Background: an optimization exercise with open tools, aiming at small area, a short achievable clock period and few clock cycles. Do not read the settings as production practice. Where RTL was checked, it was by simulation tests only, not by an equivalence proof against the original. Function not checked in runs 3 and 4: the RTL went through the layout flow alone. No activity file was given, so power comes from the tool's default toggle rates.

==> design.v <==
`timescale 1ns/1ns
module risc_v(clk, rst, imem_addr, imem_rdata, dmem_addr, dmem_wdata, dmem_we, dmem_rdata);
    input clk, rst;
    output [31:0] imem_addr;
    input  [31:0] imem_rdata;
    output [31:0] dmem_addr;
    output [31:0] dmem_wdata;
    output dmem_we;
    input  [31:0] dmem_rdata;
    reg  [31:0] pc_f;
    wire [31:0] fi = imem_rdata;
    wire [2:0]  ff3 = fi[14:12];
    wire f_r    = (fi[6:2] == 5'b01100);
    wire f_i    = (fi[6:2] == 5'b00100);
    wire f_ld   = (fi[6:2] == 5'b00000);
    wire f_st   = (fi[6:2] == 5'b01000);
    wire f_br   = (fi[6:2] == 5'b11000);
    wire f_lui  = (fi[6:2] == 5'b01101);
    wire f_jal  = (fi[6:2] == 5'b11011);
    wire f_jalr = (fi[6:2] == 5'b11001);
    wire f_pred = f_jal | (f_br & fi[31]);
    wire [11:0] f_off = f_jal ? {fi[20], fi[30:21], 1'b0} : {fi[7], fi[30:25], fi[11:8], 1'b0};
    wire [11:0] f_lo  = pc_f[11:0] + f_off;
    wire [31:0] f_seq  = pc_f + 32'd4;
    wire [31:0] f_next = f_pred ? {pc_f[31:12], f_lo} : f_seq;
    assign imem_addr = pc_f;
    wire x_we, x_ld;
    wire [4:0] rd;
    wire f_use1 = ~(f_lui | f_jal);
    wire f_use2 = f_r | f_st | f_br;
    wire f_hit_a = x_we & (rd == fi[19:15]);
    wire f_hit_b = x_we & (rd == fi[24:20]);
    wire f_hold  = x_ld & ((f_hit_a & f_use1) | (f_hit_b & f_use2));
    wire f_fwd_a = f_hit_a & ~x_ld;
    wire f_fwd_b = f_hit_b & ~x_ld;
    reg  [31:1] f_sel_a, f_sel_b;
    integer n;
    always @(*) begin
        for (n = 1; n < 32; n = n + 1) begin
            f_sel_a[n] = (fi[19:15] == n) & ~f_fwd_a;
            f_sel_b[n] = (fi[24:20] == n) & ~f_fwd_b;
        end
    end
    wire f_add  = f_ld | f_st | ((f_r | f_i) & (ff3 == 3'b000));
    wire f_slt  = (f_r | f_i) & (ff3[2:1] == 2'b01);
    wire f_xor  = (f_r | f_i) & (ff3 == 3'b100);
    wire f_or   = (f_r | f_i) & (ff3 == 3'b110);
    wire f_and  = (f_r | f_i) & (ff3 == 3'b111);
    wire f_sub  = f_r & fi[30] & (ff3 == 3'b000);
    wire f_sgn  = ~(~f_br & (ff3 == 3'b011));
    wire f_immb = ~(f_r | f_br);
    wire [11:0] f_imm12 = f_st ? {fi[31:25], fi[11:7]} : fi[31:20];
    wire f_we   = (f_r | f_i | f_ld | f_lui | f_jal | f_jalr) & (fi[11:7] != 5'd0);
    reg  [31:0] ir;
    reg  [31:0] pc_x;
    reg         v_x;
    reg  [31:1] sel_a, sel_b;
    reg         fwd_a, fwd_b;
    reg  [11:0] imm12;
    reg         k_add, k_slt, k_xor, k_or, k_and, k_sub, k_sgn, k_immb;
    reg         k_we, k_ld, k_st, k_br, k_jal, k_jalr, k_lui;
    assign rd = ir[11:7];
    wire [2:0]  f3 = ir[14:12];
    wire [31:0] imm_b = {{20{ir[31]}}, ir[7], ir[30:25], ir[11:8], 1'b0};
    wire [31:0] imm_j = {{12{ir[31]}}, ir[19:12], ir[20], ir[30:21], 1'b0};
    wire [31:0] imm_u = {ir[31:12], 12'd0};
    reg  [31:0] res_m, wdata_m;
    reg  [4:0]  rd_m;
    reg         we_m, ld_m, st_m;
    reg  [31:0] rf [1:31];
    reg  [31:0] a, b;
    integer k;
    always @(*) begin
        a = {32{fwd_a}} & res_m;
        b = {32{fwd_b}} & res_m;
        for (k = 1; k < 32; k = k + 1) begin
            a = a | ({32{sel_a[k]}} & rf[k]);
            b = b | ({32{sel_b[k]}} & rf[k]);
        end
    end
    wire [31:0] opb = k_immb ? {{20{imm12[11]}}, imm12} : b;
    wire [31:0] d   = k_sub ? (a - opb) : (a + opb);
    wire [31:0] x   = a ^ opb;
    wire [31:0] ca = {a[31] ^ k_sgn, a[30:0]};
    wire [31:0] cb = {opb[31] ^ k_sgn, opb[30:0]};
    wire [31:0] l0 = ~ca & cb;
    wire [31:0] e0 = ~(ca ^ cb);
    wire [15:0] l1, e1;
    wire [7:0]  l2, e2;
    wire [3:0]  l3, e3;
    wire [1:0]  l4, e4;
    genvar gi;
    generate
        for (gi = 0; gi < 16; gi = gi + 1) begin : c1
            assign l1[gi] = l0[2*gi+1] | (e0[2*gi+1] & l0[2*gi]);
            assign e1[gi] = e0[2*gi+1] & e0[2*gi];
        end
        for (gi = 0; gi < 8; gi = gi + 1) begin : c2
            assign l2[gi] = l1[2*gi+1] | (e1[2*gi+1] & l1[2*gi]);
            assign e2[gi] = e1[2*gi+1] & e1[2*gi];
        end
        for (gi = 0; gi < 4; gi = gi + 1) begin : c3
            assign l3[gi] = l2[2*gi+1] | (e2[2*gi+1] & l2[2*gi]);
            assign e3[gi] = e2[2*gi+1] & e2[2*gi];
        end
        for (gi = 0; gi < 2; gi = gi + 1) begin : c4
            assign l4[gi] = l3[2*gi+1] | (e3[2*gi+1] & l3[2*gi]);
            assign e4[gi] = e3[2*gi+1] & e3[2*gi];
        end
    endgenerate
    wire lt = l4[1] | (e4[1] & l4[0]);
    wire eq = e4[1] & e4[0];
    wire [31:0] pc4 = pc_x + 32'd4;
    wire [31:0] tgt = pc_x + (k_jal ? imm_j : imm_b);
    wire [31:0] res = ({32{k_add}} & d) |
                      {31'd0, k_slt & lt} |
                      ({32{k_xor}} & x) |
                      ({32{k_or}} & (a | opb)) |
                      ({32{k_and}} & (a & opb)) |
                      ({32{k_jal | k_jalr}} & pc4) |
                      ({32{k_lui}} & imm_u);
    assign x_we = v_x & k_we;
    assign x_ld = k_ld;
    reg  cond;
    always @(*) begin
        case ({f3[2], f3[0]})
            2'b00: cond = eq;
            2'b01: cond = ~eq;
            2'b10: cond = lt;
            default: cond = ~lt;
        endcase
    end
    wire bad = (tgt[31:12] != pc_x[31:12]);
    wire redirect = v_x & (k_jalr | (k_jal & bad) |
                           (k_br & (ir[31] ? (~cond | bad) : cond)));
    wire [31:0] x_target = k_jalr ? d : ((k_br & ~cond) ? pc4 : tgt);
    assign dmem_addr  = res_m;
    assign dmem_wdata = wdata_m;
    assign dmem_we    = st_m;
    wire [31:0] wd_m = ld_m ? dmem_rdata : res_m;
    always @(posedge clk) begin
        if (we_m) rf[rd_m] <= wd_m;
    end
    always @(posedge clk or posedge rst) begin
        if (rst) begin
            pc_f <= 32'd0;
            v_x  <= 1'b0;
            we_m <= 1'b0;
            ld_m <= 1'b0;
            st_m <= 1'b0;
        end else begin
            pc_f <= redirect ? x_target : (f_hold ? pc_f : f_next);
            v_x  <= ~redirect & ~f_hold;
            we_m <= x_we;
            ld_m <= v_x & k_ld;
            st_m <= v_x & k_st;
        end
    end
    always @(posedge clk) begin
        ir      <= fi;
        pc_x    <= pc_f;
        sel_a   <= f_sel_a;
        sel_b   <= f_sel_b;
        fwd_a   <= f_fwd_a;
        fwd_b   <= f_fwd_b;
        imm12   <= f_imm12;
        k_add   <= f_add;
        k_slt   <= f_slt;
        k_xor   <= f_xor;
        k_or    <= f_or;
        k_and   <= f_and;
        k_sub   <= f_sub;
        k_sgn   <= f_sgn;
        k_immb  <= f_immb;
        k_we    <= f_we;
        k_ld    <= f_ld;
        k_st    <= f_st;
        k_br    <= f_br;
        k_jal   <= f_jal;
        k_jalr  <= f_jalr;
        k_lui   <= f_lui;
        res_m   <= res;
        wdata_m <= b;
        rd_m    <= rd;
    end
endmodule
==> run.sh <==
#!/bin/bash
# synth_recipe.tcl (not shown) runs the flow's synth.tcl, then flattens the netlist and writes it again
# the make line also repeats each setting of config.mk as NAME=value (left out here)
make -C /OpenROAD-flow-scripts/flow DESIGN_CONFIG=/design/flow/config.mk WORK_HOME=/design/flow/orfs CLKGATE_MAP_FILE= SYNTH_SCRIPT=/design/flow/synth_recipe.tcl finish
==> config.mk <==
export PLATFORM = sky130hd
export DESIGN_NAME = risc_v
export DESIGN_NICKNAME = risc_v
export VERILOG_FILES = /design/flow/design.v
export SDC_FILE = /design/flow/constraint.sdc
export NUM_CORES = 4
export LEC_CHECK = 0
export CAP_MARGIN = 20
export CORE_MARGIN = 2
export CORE_UTILIZATION = 40
export PLACE_DENSITY = 0.5
export SLEW_MARGIN = 20
==> constraint.sdc <==
create_clock -name core_clock -period 10.0 [get_ports {clk}]
set_input_delay 2.0000 -clock core_clock [delete_from_list [all_inputs] [get_ports {clk}]]
set_output_delay 2.0000 -clock core_clock [all_outputs]
set_load 0.01 [all_outputs]
==> flow_metrics.tcl, run 1 <==
set metrics [dict create \
    synth-async-reset-ratio_pct 2.908 \
    yosysTopAreaCell "edfxtp_1" \
    busiest_layer "met2" \
    synth_top_flop_cell "edfxtp_1" \
    finalHoldViolCount 0 \
    cts_made_buffers 137 \
    rsz0062_at_grt "no" \
    hold_path_class "register to register" \
    tightest_slew_ps 1210 \
    timing.rr.start "sel_b[11]" \
    clock_skew_ps 34.76 \
    reg2regPathDepth 22 \
    drc 0 \
    grtUsageTotal_pct 39.72 \
    ys.warnings.count 1 \
    synth_nets 4900 \
    clock_latency_ps 800 \
    relSlewSlack_pct 18.56 \
    die_area_um2 146500 \
    postCtsSetupBuffers 0 \
    synth_top_area_share_pct 51.90 \
    root_buffer "clkbuf_16" \
    power-per-cell-area_nw_per_um2 217.6 \
    synth_seq_cells 1238 \
    setup-violations-final 0 \
    ir_worst_vdd_mv 0.1724 \
    finalCriticalPeriod_ps 8139 \
    area_growth_pct 15.96 \
    maxCapViolations 0 \
    crit_required_ps 10620 \
    syn-mean-instance-area_um2 12.31 \
    fin_hold_ws_ps 432.6 \
    ys_types 85 \
    vias 49340 \
    ys_seq_area_share_pct 60.79 \
    startpoint "sel_b[11]" \
    max_freq_mhz 122.9 \
    gr-usage-met1_pct 51.06 \
    wl_per_cell_um 43.64 \
    wirelength_um 299500 \
    use_met2_pct 57.97 \
    antenna_found_initial 19 \
    htreeDepth 4 \
    drv_slew 0 \
    rrSetupSlack_ps 1860 \
    core_area_um2 143000 \
    drt_iter0_markers 9649 \
    die_h_um 382.8 \
    first_global_vias 45780 \
    yosysMostFrequentCell "a22oi_1" \
    cp-end-kind "register" \
    gp_congestion 0.9425 \
    worstHoldStart "pc_f[31]" \
    holdPathStages 0 \
    clockBufferDepth 3 \
    finalCritPeriodShare_pct 81.39 \
    synth_edf_count 992 \
    drive_gt1_share_pct 11.17 \
    viasPerCell 7.189 \
    dr.pass1.iters 9 \
    synthCells 4661 \
    rows 139 \
    clkSinkCount 1238 \
    grt_util_met3_pct 12.81 \
    crit_fanout 23 \
    syn_area_um2 57400 \
    start_kind "register" \
    worstPathArrival_ps 8760 \
    grt_start_max_net_pins 51 \
    dp_hpwl_um 180400 \
    antenna_left 0 \
    leakagePower_nw 22.68 \
    run_status "timing/DRC/antenna clean" \
    nNetsFinal 5082 \
    synth_common_cells "a22oi_1 (1001), edfxtp_1 (992), nand2_1 (273), nor2_1 (253), clkbuf_1 (239)" \
    cts_tree "done" \
    tns_ps 0 \
    grt_pass1_wl_um 396500 \
    seq_area_um2 34980 \
    multi_input_area_um2 21240 \
    clkSlewWorstSetupHoldPaths_ps 60 \
    nFillCells 12980 \
    overflow 0 \
    io_pins 163 \
    io_buffers 160 \
    start_util_pct 40.15 \
    cts-resized-gates 0 \
    die_w_um 382.8 \
    ys_top_cells_by_area "edfxtp_1 (52%), a22oi_1 (13%), dfxtp_1 (7.3%)" \
    crit_type "register to register" \
    hold_buffers 0 \
]
[logic make-up (layout without fill, tap and decap cells)]
family          after synthesis  after routing  synth area share [%]
compound gates             1494           1494                 18.76
xor+xnor                    180            180                 2.797
fa+ha+maj                   173            173                 3.810
buf+inv                     415            705                 2.777
flops                      1238           1238                 60.79
mux                         107            107                 2.010
other cells                   0              9                     0
simple gates               1054           1054                 9.057
[final cells by class]
class                      instances  share of cell area (%)
tap                             1903                   3.577
inverter                         134                  0.7557
clock inverter                    72                   1.147
sequential                      1238                   52.55
clock buffer                     175                   5.555
multi-input combinational       3008                   31.91
timing repair buffer             324                   4.468
antenna                            9                 0.03384
[state kept, by name, indices dropped and copies added, names as in the netlist, 5 cells and up]
name / cells
pc_x: 32
rd_m: 5
sel_a: 31
ir: 19
pc_f: 32
imm12: 11
sel_b: 31
wdata_m: 32
rf: 992
res_m: 32
[routing by layer]
metal  vias up  part of all wire, %
met4        28                  7.7
li1      18940                    -
met3      1208                   14
met2      4716                   42
met1     24450                   36
met5         -                0.068
[where the power goes]
group	switching [mW]	internal, mW
registers	0.395	5.84
clock network	2.23	2.96
logic	1.88	1.18
[stage by stage]
| stage | cell area (um2) | std cells | worst slack [ps] | utilization (%) | total power [mW] |
|---|---|---|---|---|---|
| after detailed placement | 62020 | 6603 | 2180 | 43.38 | 9.305 |
| after CTS | 66480 | 6850 | 2150 | 46.50 | 14.41 |
| after global routing | 66540 | 6854 | 1693 | 46.54 | 14.91 |
| after global placement | 62010 | 6602 | 2242 | 43.37 | 9.302 |
| final | 66560 | 6863 | 1861 | 46.56 | 14.48 |
| after floorplan | 57400 | 4661 | 4589 | - | 8.060 |
[path summary, 6_finish.rpt]
path / endpoint
setup / recovery: pc_f[31]
max in group asynchronous: pc_f[4]
hold / removal: pc_x[31]
min in group asynchronous: pc_f[16]
setup reg to reg: pc_f[31]
hold reg to reg: pc_x[31]
[placed cells by master (no fill, tap or decap), types with 26 or more instances in the layout]
master and count:
dfxtp_2 65, nand2_1 273, nand4_1 227, clkbuf_1 27, dfrtp_1 35, a31oi_1 26, xor2_1 71, a21oi_1 155
nor2_4 31, clkdlybuf4s50_1 160, dfxtp_1 145, mux2i_1 49, nor3_1 65, clkbuf_16 140, a22oi_1 1001, o211ai_1 34
nor2_1 221, o21ai_0 80, xnor2_1 107, buf_4 151, nand3_1 63, ha_1 170, mux2_2 54, a221oi_1 36
edfxtp_1 992, inv_1 129
[worst max-delay path: stages (launching register included)]
cell	delay (ps)
dfxtp_2	480
buf_4	450
a22oi_1	290
nand4_1	140
nor4_2	950
a21oi_1	350
inv_1	190
ha_1	180
nor3b_1	720
and4_1	450
a31oi_1	140
xnor2_1	170
ha_1	390
a21oi_1	170
o21ai_0	150
nor4_1	560
o21ai_1	280
a2111oi_1	770
nor2_1	200
a311oi_1	410
xnor2_1	200
a22oi_1	210
mux2i_1	90
Testbench counts, summed over its fixed seeds: cycles 31,096.
==> inputs of run 2 (changes only) <==
--- a/config.mk
+++ b/config.mk
@@ -9,4 +9,5 @@
 export CORE_MARGIN = 2
 export CORE_UTILIZATION = 40
 export PLACE_DENSITY = 0.5
+export SETUP_SLACK_MARGIN = 4
 export SLEW_MARGIN = 20
==> run 2 against run 1 <==
Against the previous run: still clean on timing, DRC and antenna; count of clock-buffer cells in the layout stayed put; global-route usage hardly changed; sequential power hardly changed; critical path depth is 4 lower; maximum frequency is 34% higher; first-iteration DRC count is 2.7% higher; register-to-register slack better by 2100 ps.
==> flow_metrics.tcl, run 2 <==
set metrics [dict create \
    cts_tree "done" \
    gr-usage-met1_pct 51.15 \
    final_cell_mix "a22oi_1 (1001), edfxtp_1 (992), nand2_1 (273), nand4_1 (227), nor2_1 (218)" \
    fin_hold_ws_ps 435.9 \
    drt_iter0_markers 9907 \
    reg2regPathDepth 18 \
    io_buffers 160 \
    overflow 0 \
    clkSlewWorstSetupHoldPaths_ps 60 \
    synth-async-reset-ratio_pct 2.908 \
    rrSetupSlack_ps 3930 \
    finalCriticalPeriod_ps 6066 \
    power_frac_comb_pct 21.5 \
    worstHoldStart "pc_f[31]" \
    reg2reg_to "pc_f[1]" \
    ys.warnings.count 1 \
    p_clk_share_pct 35.6 \
    synthCells 4661 \
    use_met2_pct 58.00 \
    wl_per_cell_um 43.62 \
    clock_skew_ps 37.69 \
    start_kind "register" \
    ys_seq_area_share_pct 60.79 \
    tns_ps 0 \
    ir_worst_vdd_mv 0.1676 \
    final_util_pct 47.12 \
    io_pins 163 \
    busiest_layer "met2" \
    holdPathEnd "pc_x[31]" \
    dr.pass1.iters 7 \
    antenna_found_initial 15 \
    setup-violations-final 0 \
    synth_edf_count 992 \
    ys_top_cells_by_area "edfxtp_1 (52%), a22oi_1 (13%), dfxtp_1 (7.3%)" \
    grt_pass1_wl_um 397100 \
    rows 139 \
    crit_path_top_delay_cell "dfxtp_2" \
    drive_gt1_share_pct 12.68 \
    synth_top_flop_cell "edfxtp_1" \
    clkSinkCount 1238 \
    drc 0 \
    yosysTopAreaCell "edfxtp_1" \
    syn-mean-instance-area_um2 12.31 \
    regMostFlops "rf" \
    synth_seq_cells 1238 \
    root_buffer "clkbuf_16" \
    finalCritPeriodShare_pct 60.66 \
    first_global_vias 46020 \
    cp-end-kind "register" \
    leakagePower_nw 22.94 \
    dp_hpwl_um 180400 \
    timing.rr.start "sel_a[22]" \
    grt_util_met3_pct 12.92 \
    switching_share_pct 31.14 \
    crit_required_ps 10650 \
    holdPathStages 0 \
    grt_start_max_net_pins 51 \
    yosysMostFrequentCell "a22oi_1" \
    p_seq_share_pct 42.8 \
    clockBufferDepth 3 \
    area_growth_pct 17.36 \
    hold_path_class "register to register" \
    gp_congestion 0.9425 \
    startpoint "sel_a[22]" \
    largest_register_ffs 992 \
    power-per-cell-area_nw_per_um2 216.1 \
    synth_top_area_share_pct 51.90 \
    crit_type "register to register" \
    cpPeakStageDelay_ps 1010 \
    viasPerCell 7.159 \
    core_area_um2 143000 \
    rsz0062_at_grt "yes" \
    htreeDepth 4 \
    die_w_um 382.8 \
    run_status "timing/DRC/antenna clean" \
    synth_nets 4900 \
    relSlewSlack_pct 21.02 \
    intPower_mw 10.03 \
    cts_made_buffers 137 \
    grtUsageTotal_pct 39.75 \
    switchingPower_mw 4.533 \
    antenna_left 0 \
    final_common_cell "a22oi_1" \
    crit_chain "buf_4 > a22oi_1 > nand4_1 > nor3_1 > nand2_1 > inv_1 > ha_1 > nor4b_4 > nand3_1 > or3_1 > a311oi_2 > a21oi_4 > xnor2_1 > a221oi_2 > and3_1 > a41oi_4 > buf_6 > mux2_2" \
    wirelength_um 300400 \
    crit_fanout 17 \
    syn_area_um2 57400 \
    tightest_slew_ps 1182 \
    die_area_um2 146500 \
    ys_types 85 \
    start_util_pct 40.15 \
    drv_slew 0 \
    clock_latency_ps 800 \
    vias 49300 \
    die_h_um 382.8 \
    maxCapViolations 0 \
    synth_common_cells "a22oi_1 (1001), edfxtp_1 (992), nand2_1 (273), nor2_1 (253), clkbuf_1 (239)" \
    worstPathArrival_ps 6720 \
    finalHoldViolCount 0 \
    max_freq_mhz 164.9 \
    nNetsFinal 5108 \
]
==> run 2: cell counts after synthesis <==
Identical to the previous run, type by type.
==> run 2: layout make-up <==
cell class | count | area, um2
Timing Repair Buffer | 348 | 3327
Tap cell | 1903 | 2381
Antenna cell | 6 | 15.01
Clock inverter | 72 | 763.2
Clock buffer | 175 | 3697
Sequential cell | 1238 | 35020
Timing Repair inverter | 1 | 5.005
Multi-Input combinational cell | 3009 | 21640
Inverter | 134 | 510.5
Fill cell | 12920 | 75600
==> run 2: routing by layer <==
layer  routed length, um  vias to the layer above
li1                    -                    18980
met1              109100                    24340
met2              125400                     4672
met3               42300                     1295
met4               23570                        8
met5                  65                        -
==> run 2: how the worst max path moves through the flow <==
| stage | cells after the start | to |
|---|---|---|
| 2_1_floorplan | 19 | pc_f[11] |
| 3_3_place_gp | 22 | pc_f[31] |
| 3_5_place_dp | 22 | pc_f[31] |
| 4_1_cts | 21 | pc_f[31] |
| 5_1_grt | 21 | pc_f[31] |
| 6_report | 18 | pc_f[1] |
==> run 2: critical path: cells and delay by family (launching register included) <==
family          cells  cell delay, ps
fa+ha+maj           1             380
compound gates      5             890
mux                 1             360
buf+inv             3             950
flops               1            1010
simple gates        7            2060
xor+xnor            1             220
==> run 2: cell families (layout without fill, tap and decap cells) <==
family / count (synthesis) / after routing / synth area share, %
simple gates: 1054 / 1054 / 9.057
mux: 107 / 108 / 2.010
other cells: 0 / 6 / 0
xor+xnor: 180 / 180 / 2.797
compound gates: 1494 / 1494 / 18.76
flops: 1238 / 1238 / 60.79
buf+inv: 415 / 730 / 2.777
fa+ha+maj: 173 / 173 / 3.810
==> run 2: stage by stage <==
stage	instance area, um2	setup WS, ps	std cells	total power [mW]
detailed placement	62020	2180	6603	9.305
CTS	66980	3962	6863	14.45
global route	67350	3954	6880	14.99
floorplan	57400	4589	4661	8.060
global placement	62010	2242	6602	9.302
finish	67360	3934	6886	14.56
==> run 2: power groups by stage <==
stage	Sequential, mW	Clock [mW]	Combinational, mW
floorplan	6.17	0	1.89
global placement	6.34	0	2.97
detailed placement	6.33	0	2.97
CTS	6.22	5.19	3.04
global route	6.25	5.38	3.36
finish	6.23	5.19	3.14
==> run 2: what timing repair did <==
action,4_1_cts,5_1_grt
gates cloned,1,2
setup endpoints to repair,55,45
buffers inserted,12,13
hold buffers,0,0
pin swaps,7,19
gates resized for setup,76,52
==> inputs of run 3 (changes only) <==
--- a/design.v
+++ b/design.v
@@ -19,8 +19,9 @@
     wire f_jal  = (fi[6:2] == 5'b11011);
     wire f_jalr = (fi[6:2] == 5'b11001);
     wire f_pred = f_jal | (f_br & fi[31]);
-    wire [11:0] f_off = f_jal ? {fi[20], fi[30:21], 1'b0} : {fi[7], fi[30:25], fi[11:8], 1'b0};
-    wire [11:0] f_lo  = pc_f[11:0] + f_off;
+    wire [11:0] f_lo_j = pc_f[11:0] + {fi[20], fi[30:21], 1'b0};
+    wire [11:0] f_lo_b = pc_f[11:0] + {fi[7], fi[30:25], fi[11:8], 1'b0};
+    wire [11:0] f_lo   = f_jal ? f_lo_j : f_lo_b;
     wire [31:0] f_seq  = pc_f + 32'd4;
     wire [31:0] f_next = f_pred ? {pc_f[31:12], f_lo} : f_seq;
     assign imem_addr = pc_f;
@@ -111,7 +112,8 @@
     wire lt = l4[1] | (e4[1] & l4[0]);
     wire eq = e4[1] & e4[0];
     wire [31:0] pc4 = pc_x + 32'd4;
-    wire [31:0] tgt = pc_x + (k_jal ? imm_j : imm_b);
+    wire [31:0] tgt = (k_jalr ? a : pc_x) +
+                      (k_jalr ? {{20{imm12[11]}}, imm12} : (k_jal ? imm_j : imm_b));
     wire [31:0] res = ({32{k_add}} & d) |
                       {31'd0, k_slt & lt} |
                       ({32{k_xor}} & x) |
@@ -133,7 +135,7 @@
     wire bad = (tgt[31:12] != pc_x[31:12]);
     wire redirect = v_x & (k_jalr | (k_jal & bad) |
                            (k_br & (ir[31] ? (~cond | bad) : cond)));
-    wire [31:0] x_target = k_jalr ? d : ((k_br & ~cond) ? pc4 : tgt);
+    wire [31:0] x_target = (k_br & ~cond) ? pc4 : tgt;
     assign dmem_addr  = res_m;
     assign dmem_wdata = wdata_m;
     assign dmem_we    = st_m;
--- a/config.mk
+++ b/config.mk
@@ -9,5 +9,5 @@
 export CORE_MARGIN = 2
 export CORE_UTILIZATION = 40
 export PLACE_DENSITY = 0.5
-export SETUP_SLACK_MARGIN = 4
+export SETUP_SLACK_MARGIN = 5
 export SLEW_MARGIN = 20
==> run 3 against run 2 <==
Against the previous run: highest routed layer unchanged; count of clock-buffer cells in the layout grew 15; global-route usage up 0.79 points; critical endpoint is now pc_f[10]; design area up 7.2%; critical path type unchanged.
==> flow_metrics.tcl, run 3 <==
set metrics [dict create \
    holdPathStages 0 \
    p_clk_share_pct 33.8 \
    drc 0 \
    regMostFlops "rf" \
    crit_fanout 27 \
    path_depth 18 \
    clock_skew_ps 27.39 \
    hold_buffers 0 \
    yosysTopAreaCell "edfxtp_1" \
    final_common_cell "edfxtp_1" \
    dp_cells 6551 \
    nNetsFinal 5321 \
    crit_required_ps 10680 \
    run_status "timing/DRC/antenna clean" \
    final_cell_mix "edfxtp_1 (992), a22oi_1 (866), buf_4 (309), nor2_1 (220), nand4_1 (201)" \
    rsz0062_at_grt "yes" \
    syn-mean-instance-area_um2 12.48 \
    yosysMostFrequentCell "edfxtp_1" \
    start_util_pct 40.21 \
    synth-adder-area-share_pct 3.822 \
    cp-end-kind "register" \
    stdcell_count 7104 \
    path_buf_inv 3 \
    ys_top_cells_by_area "edfxtp_1 (52%), a22oi_1 (12%), dfxtp_1 (7.3%)" \
    area_growth_pct 25.48 \
    crit_chain "buf_8 > a22oi_1 > nand4_1 > or4_4 > inv_4 > a21oi_1 > ha_2 > o21ai_0 > or4b_4 > and3_4 > o21bai_4 > a21oi_2 > xor3_1 > nand4_1 > nor4_4 > a31oi_4 > buf_8 > mux2_4" \
    synth-async-reset-ratio_pct 2.908 \
    muxShareOfSynthArea_pct 1.885 \
    tns_ps 0 \
    grtUsageTotal_pct 40.55 \
    drive_gt1_share_pct 21.59 \
    use_met2_pct 58.63 \
    ir_worst_vdd_mv 0.2046 \
    busiest_layer "met2" \
    leakagePower_nw 24.98 \
    cts_tree "done" \
    rrSetupSlack_ps 4540 \
    grt_pass1_wl_um 404800 \
    nFillCells 12400 \
    gr-usage-met1_pct 47.84 \
    clockBufferDepth 3 \
    synth-simple-area-share_pct 9.081 \
    hold_path_class "register to register" \
    synth_edf_count 992 \
    reg2regPathDepth 18 \
    place_area_um2 62000 \
    rows 139 \
    synthCells 4611 \
    finalHoldViolCount 0 \
    cts_made_buffers 136 \
    tightest_slew_ps 1200 \
    intPower_mw 10.31 \
    ys.warnings.count 1 \
    synth_top_flop_cell "edfxtp_1" \
    max_freq_mhz 183.2 \
    setup-violations-final 0 \
    maxCapViolations 0 \
    core_area_um2 143100 \
    viasPerCell 7.156 \
    finalCritPeriodShare_pct 54.60 \
    wl_per_cell_um 43.15 \
    worstPathArrival_ps 6130 \
    finalCriticalPeriod_ps 5460 \
    drv_slew 0 \
    die_h_um 383.3 \
    grt_start_max_net_pins 88 \
    grt_util_met3_pct 16.23 \
    power_frac_comb_pct 24.9 \
    drt_iter0_markers 10240 \
    synth_top_area_share_pct 51.76 \
    die_area_um2 146900 \
    synth_compound_area_share_pct 19.15 \
    crit_path_top_delay_cell "or4_4" \
    ys_seq_area_share_pct 60.63 \
    switchingPower_mw 4.640 \
    switching_share_pct 31.03 \
    clock_latency_ps 820 \
    critical-path-top-delay-family "simple AND/OR/NAND/NOR gates" \
    overflow 0 \
    clkSlewWorstSetupHoldPaths_ps 60 \
    fin_hold_ws_ps 406.2 \
    relSlewSlack_pct 19.98 \
    synth_top_family_by_area "compound AO/OA/AOI/OAI gates" \
    synth_nets 4851 \
    synth_xor_area_share_pct 2.639 \
    power-per-cell-area_nw_per_um2 207.0 \
    p_seq_share_pct 41.3 \
    vias 50840 \
    post-route-cell-area_um2 72220 \
    cpPeakStageDelay_ps 630 \
    gp_congestion 0.9756 \
    dp_hpwl_um 173900 \
    root_buffer "clkbuf_16" \
    wirelength_um 306600 \
    syn_area_um2 57550 \
    htreeDepth 4 \
    first_global_vias 47960 \
    clkSinkCount 1238 \
    antenna_found_initial 11 \
    start_kind "register" \
    dr.pass1.iters 9 \
    ys_types 89 \
    synth_seq_cells 1238 \
    io_pins 163 \
    largest_register_ffs 992 \
    die_w_um 383.3 \
    antenna_left 0 \
    crit_type "register to register" \
    io_buffers 160 \
    synth_common_cells "edfxtp_1 (992), a22oi_1 (883), nor2_1 (258), clkbuf_1 (227), dfxtp_1 (210)" \
    final_util_pct 50.46 \
]
[run 3: changes by cell type in the layout (fill, tap and decap cells not counted), sizes merged, moves of 34 or more]
cell,previous run,this run
nor3,66,32
nand3,63,126
nand2,273,143
buf,187,442
a221oi,36,87
a22o,14,74
a22oi,1001,883
[run 3: cell type report]
type | instances | area [um2] | share of cell area, %
clock inverter | 59 | 467.9 | 0.6480
antenna | 9 | 22.52 | 0.03119
timing repair buffer | 617 | 6814 | 9.435
clock buffer | 190 | 3929 | 5.440
inverter | 130 | 508.0 | 0.7034
multi-input combinational | 2958 | 22990 | 31.84
sequential | 1238 | 35100 | 48.61
tap | 1903 | 2381 | 3.297
[run 3: worst register-to-register path, stage by stage (launching register included)]
cell and delay [ps]:
dfxtp_2 440, buf_8 320, a22oi_1 250, nand4_1 160
or4_4 630, inv_4 100, a21oi_1 70, ha_2 430
o21ai_0 120, or4b_4 550, and3_4 250, o21bai_4 210
a21oi_2 100, xor3_1 270, nand4_1 220, nor4_4 570
a31oi_4 180, buf_8 190, mux2_4 300
[run 3: power groups by stage]
stage | registers [mW] | logic, mW | clock network (mW)
final | 6.17 | 3.72 | 5.05
after global placement | 6.29 | 2.96 | 0
after detailed placement | 6.28 | 2.95 | 0
after CTS | 6.16 | 3.45 | 5.06
after global routing | 6.19 | 3.93 | 5.26
after floorplan | 6.17 | 1.87 | 0
[run 3: final timing paths]
kind / from / end
min in group asynchronous: rst / st_m
min reg2reg: pc_f[0] / pc_x[0]
max: sel_a[12] / pc_f[10]
max reg2reg: sel_a[12] / pc_f[10]
max in group asynchronous: rst / ld_m
min: pc_f[0] / pc_x[0]
[run 3: cells by family after synthesis]
logic type	Yosys count
fa+ha+maj	174
simple gates	998
compound gates	1517
buf+inv	415
xor+xnor	167
mux	102
flops	1238
[run 3: per-layer routing]
layer,wire length [um],vias to the layer above
met3,45770,1498
met1,103100,24850
li1,-,19540
met2,127000,4941
met4,30450,6
met5,223,-
[run 3: repair_timing]
action	in CTS	in global routing
setup endpoints to repair	59	47
pin swaps	117	80
setup buffers	224	54
resized for setup	533	123
gates cloned	16	1
hold endpoints to repair	0	0
[run 3: metrics by stage]
stage	total power [mW]	setup WS, ps
2_1_floorplan	8.047	4967
3_3_place_gp	9.246	2681
3_5_place_dp	9.236	2612
4_1_cts	14.67	4707
5_1_grt	15.39	4537
6_report	14.95	4540
==> inputs of run 4 (changes only) <==
--- a/config.mk
+++ b/config.mk
@@ -8,6 +8,8 @@
 export CAP_MARGIN = 20
 export CORE_MARGIN = 2
 export CORE_UTILIZATION = 40
+export CTS_BUF_LIST = sky130_fd_sc_hd__clkbuf_8
+export CTS_CLUSTER_SIZE = 30
 export PLACE_DENSITY = 0.5
 export SETUP_SLACK_MARGIN = 5
 export SLEW_MARGIN = 20
==> run 4 against run 3 <==
Against the previous run: critical endpoint is now pc_f[11]; combinational power shrank 2%; final cell count grew 1.6%; clock skew grew 32 ps; critical path type unchanged; count of clock-buffer cells in the layout grew 36; highest routed layer unchanged.
==> flow_metrics.tcl, run 4 <==
set metrics [dict create \
    syn-mean-instance-area_um2 12.48 \
    total_power_mw 14.33 \
    gp_congestion 0.9756 \
    worstHoldStart "pc_f[0]" \
    vias 50960 \
    rsz0062_at_grt "yes" \
    start_kind "register" \
    synth_common_cells "edfxtp_1 (992), a22oi_1 (883), nor2_1 (258), clkbuf_1 (227), dfxtp_1 (210)" \
    ys_top_cells_by_area "edfxtp_1 (52%), a22oi_1 (12%), dfxtp_1 (7.3%)" \
    grt_pass1_wl_um 405600 \
    core_area_um2 143100 \
    clockBufferDepth 3 \
    crit_type "register to register" \
    final_cell_mix "edfxtp_1 (992), a22oi_1 (856), buf_4 (295), clkbuf_8 (226), nor2_1 (222)" \
    root_buffer "clkbuf_8" \
    crit_path_top_delay_cell "or4_4" \
    regMostFlops "rf" \
    area_growth_pct 24.51 \
    rrSetupSlack_ps 4390 \
    holdPathEnd "pc_x[0]" \
    timing.rr.start "sel_a[28]" \
    reg2reg_to "pc_f[11]" \
    nNetsFinal 5375 \
    hold_buffers 0 \
    final_util_pct 50.07 \
    run_status "timing/DRC/antenna clean" \
    holdPathStages 0 \
    ys.warnings.count 1 \
    clock_skew_ps 59.61 \
    ys_seq_area_share_pct 60.63 \
    maxCapViolations 0 \
    fin_hold_ws_ps 413.1 \
    cts_made_buffers 205 \
    drt_iter0_markers 10580 \
    dp_hpwl_um 173900 \
    die_area_um2 146900 \
    ir_worst_vdd_mv 0.1445 \
    viasPerCell 7.060 \
    io_pins 163 \
    p_seq_share_pct 43.1 \
    synthCells 4611 \
    power_frac_comb_pct 25.6 \
    die_h_um 383.3 \
    switching_share_pct 32.54 \
    drv_slew 0 \
    antenna_found_initial 10 \
    cts_tree "done" \
    finalCriticalPeriod_ps 5608 \
    first_global_vias 48200 \
    die_w_um 383.3 \
    drc 0 \
    max_freq_mhz 178.3 \
    drive_gt1_share_pct 22.54 \
    synth_seq_cells 1238 \
    setup-violations-final 0 \
    worstPathArrival_ps 6460 \
    tightest_slew_ps 1221 \
    wl_per_cell_um 42.71 \
    crit_chain "buf_16 > a22oi_1 > nand4_1 > or4_4 > inv_4 > a21oi_2 > ha_2 > fa_2 > nand3_4 > a211oi_4 > buf_6 > o21ai_2 > mux2i_2 > o21ai_1 > o311a_1 > nand4_1 > nor4_4 > a31oi_4 > buf_6 > clkbuf_16 > mux2_4" \
    tns_ps 0 \
    place_area_um2 62000 \
    switchingPower_mw 4.662 \
    crit_fanout 13 \
    synth_top_area_share_pct 51.76 \
    hold_path_class "register to register" \
    dr.pass1.iters 10 \
    yosysTopAreaCell "edfxtp_1" \
    p_clk_share_pct 31.4 \
    grt_start_max_net_pins 88 \
    cp-end-kind "register" \
    htreeDepth 4 \
    cpPeakStageDelay_ps 700 \
    io_buffers 160 \
    final_common_cell "edfxtp_1" \
    power-per-cell-area_nw_per_um2 199.9 \
    clkSlewWorstSetupHoldPaths_ps 60 \
    finalHoldViolCount 0 \
    synth_nets 4851 \
    ys_types 89 \
    overflow 0 \
    reg2regPathDepth 21 \
    clock_latency_ps 1010 \
    yosysMostFrequentCell "edfxtp_1" \
    start_util_pct 40.21 \
    syn_area_um2 57550 \
    wirelength_um 308300 \
    largest_register_ffs 992 \
    antenna_left 0 \
    synth-async-reset-ratio_pct 2.908 \
    clkSinkCount 1238 \
    grtUsageTotal_pct 40.58 \
    leakagePower_nw 25.02 \
    relSlewSlack_pct 18.42 \
    synth_edf_count 992 \
    crit_required_ps 10850 \
    intPower_mw 9.666 \
    rows 139 \
    post-route-cell-area_um2 71660 \
    synth_top_flop_cell "edfxtp_1" \
    finalCritPeriodShare_pct 56.08 \
]
run 4: cell families after synthesis:
| group | share of synthesized area, % |
|---|---|
| AND/OR/NAND/NOR | 9.081 |
| flip-flops | 60.63 |
| buffers and inverters | 2.800 |
| multiplexers | 1.885 |
| AO/OA/AOI/OAI | 19.15 |
| XOR/XNOR | 2.639 |
| adder cells (fa/ha/maj) | 3.822 |
run 4: worst max path at each step:
| stage | depth (start not counted) | from | slack [ps] | end |
|---|---|---|---|---|
| floorplan | 16 | imem_rdata[4] | 4970 | pc_f[11] |
| global placement | 18 | sel_a[11] | 2680 | pc_f[29] |
| detailed placement | 18 | sel_a[11] | 2610 | pc_f[17] |
| CTS | 24 | sel_a[21] | 4650 | pc_f[3] |
| global route | 20 | sel_a[3] | 4400 | pc_f[11] |
| finish | 21 | sel_a[28] | 4390 | pc_f[11] |
run 4: power groups by stage:
stage	Sequential, mW	Combinational, mW	Clock, mW
floorplan	6.17	1.87	0
CTS	6.16	3.38	4.50
detailed placement	6.28	2.95	0
global route	6.19	3.88	4.71
finish	6.17	3.66	4.49
global placement	6.29	2.96	0
run 4: cell type report:
type | count | area [um2]
repair buffers | 602 | 6723
inverters | 130 | 503.0
clock buffers | 226 | 3110
clock inverters | 153 | 913.4
well taps | 1903 | 2381
fillers | 12570 | 71470
multi-input cells | 2958 | 22910
flip-flops and latches | 1238 | 35100
diodes | 8 | 20.02
run 4: repair_timing:
action	in CTS	in global routing
gates resized for setup	475	170
endpoints found under the setup margin	60	47
setup buffers	199	59
pin swaps	71	90
gates cloned	18	4
run 4: per-stage QoR:
stage / instances / setup WS (ps)
4_1_cts: 7147 / 4646
3_3_place_gp: 6551 / 2681
2_1_floorplan: 4611 / 4967
5_1_grt: 7212 / 4401
6_report: 7218 / 4392
3_5_place_dp: 6551 / 2612
run 4: critical path, delay by kind of cell (launching register included):
kind                       cells  cell delay [ps]
DFF                            1              490
muxes                          2              410
adders and majority gates      2              660
buffers and inverters          5              830
and+or+nand+nor                5             1740
AOI/OAI and AO/OA              7             1330
run 4: layer usage:
metal	track usage [%]	wire (um)	vias up
met2	59.73	128500	4792
li1	-	-	19670
met4	30.16	29770	12
met1	47.42	104100	25020
met5	1.462	208	-
met3	16.50	45750	1467

[afterwards: timing with drivers on the ports]
No port has a modelled driver above. Below, the same layouts with a new extraction and two added sets of constraints.
Step 1 assumes that a clkbuf_16 drives the clock port and a buf_2 every other input.
Step 2, shift: input delay + t, output delay - t, t = (earliest + latest rising clock arrival at the registers) / 2. This alone moves slack from input paths to output paths.
a / b / c = ideal ports / drivers / drivers and shift; a / b = the first two.
run | t (ns) | slack for setup (ns) | worst hold slack (ns) | worst setup path at the end
run 1 | 0.862 | 1.861 / 1.861 / 1.861 | 0.433 / 0.433 / 0.433 | register to register
run 2 | 0.857 | 3.934 / 3.934 / 3.532 | 0.436 / 0.436 / 0.436 | input to register
run 3 | 0.880 | 4.540 / 4.540 / 4.095 | 0.406 / 0.406 / 0.406 | input to register
run 4 | 1.060 | 4.392 / 4.392 / 3.832 | 0.413 / 0.413 / 0.413 | input to register
After both steps setup and hold are still met in every run listed. For run 4, which loses most, drivers alone change the setup slack by 0.000 ns; drivers and shift together by -0.560 ns.
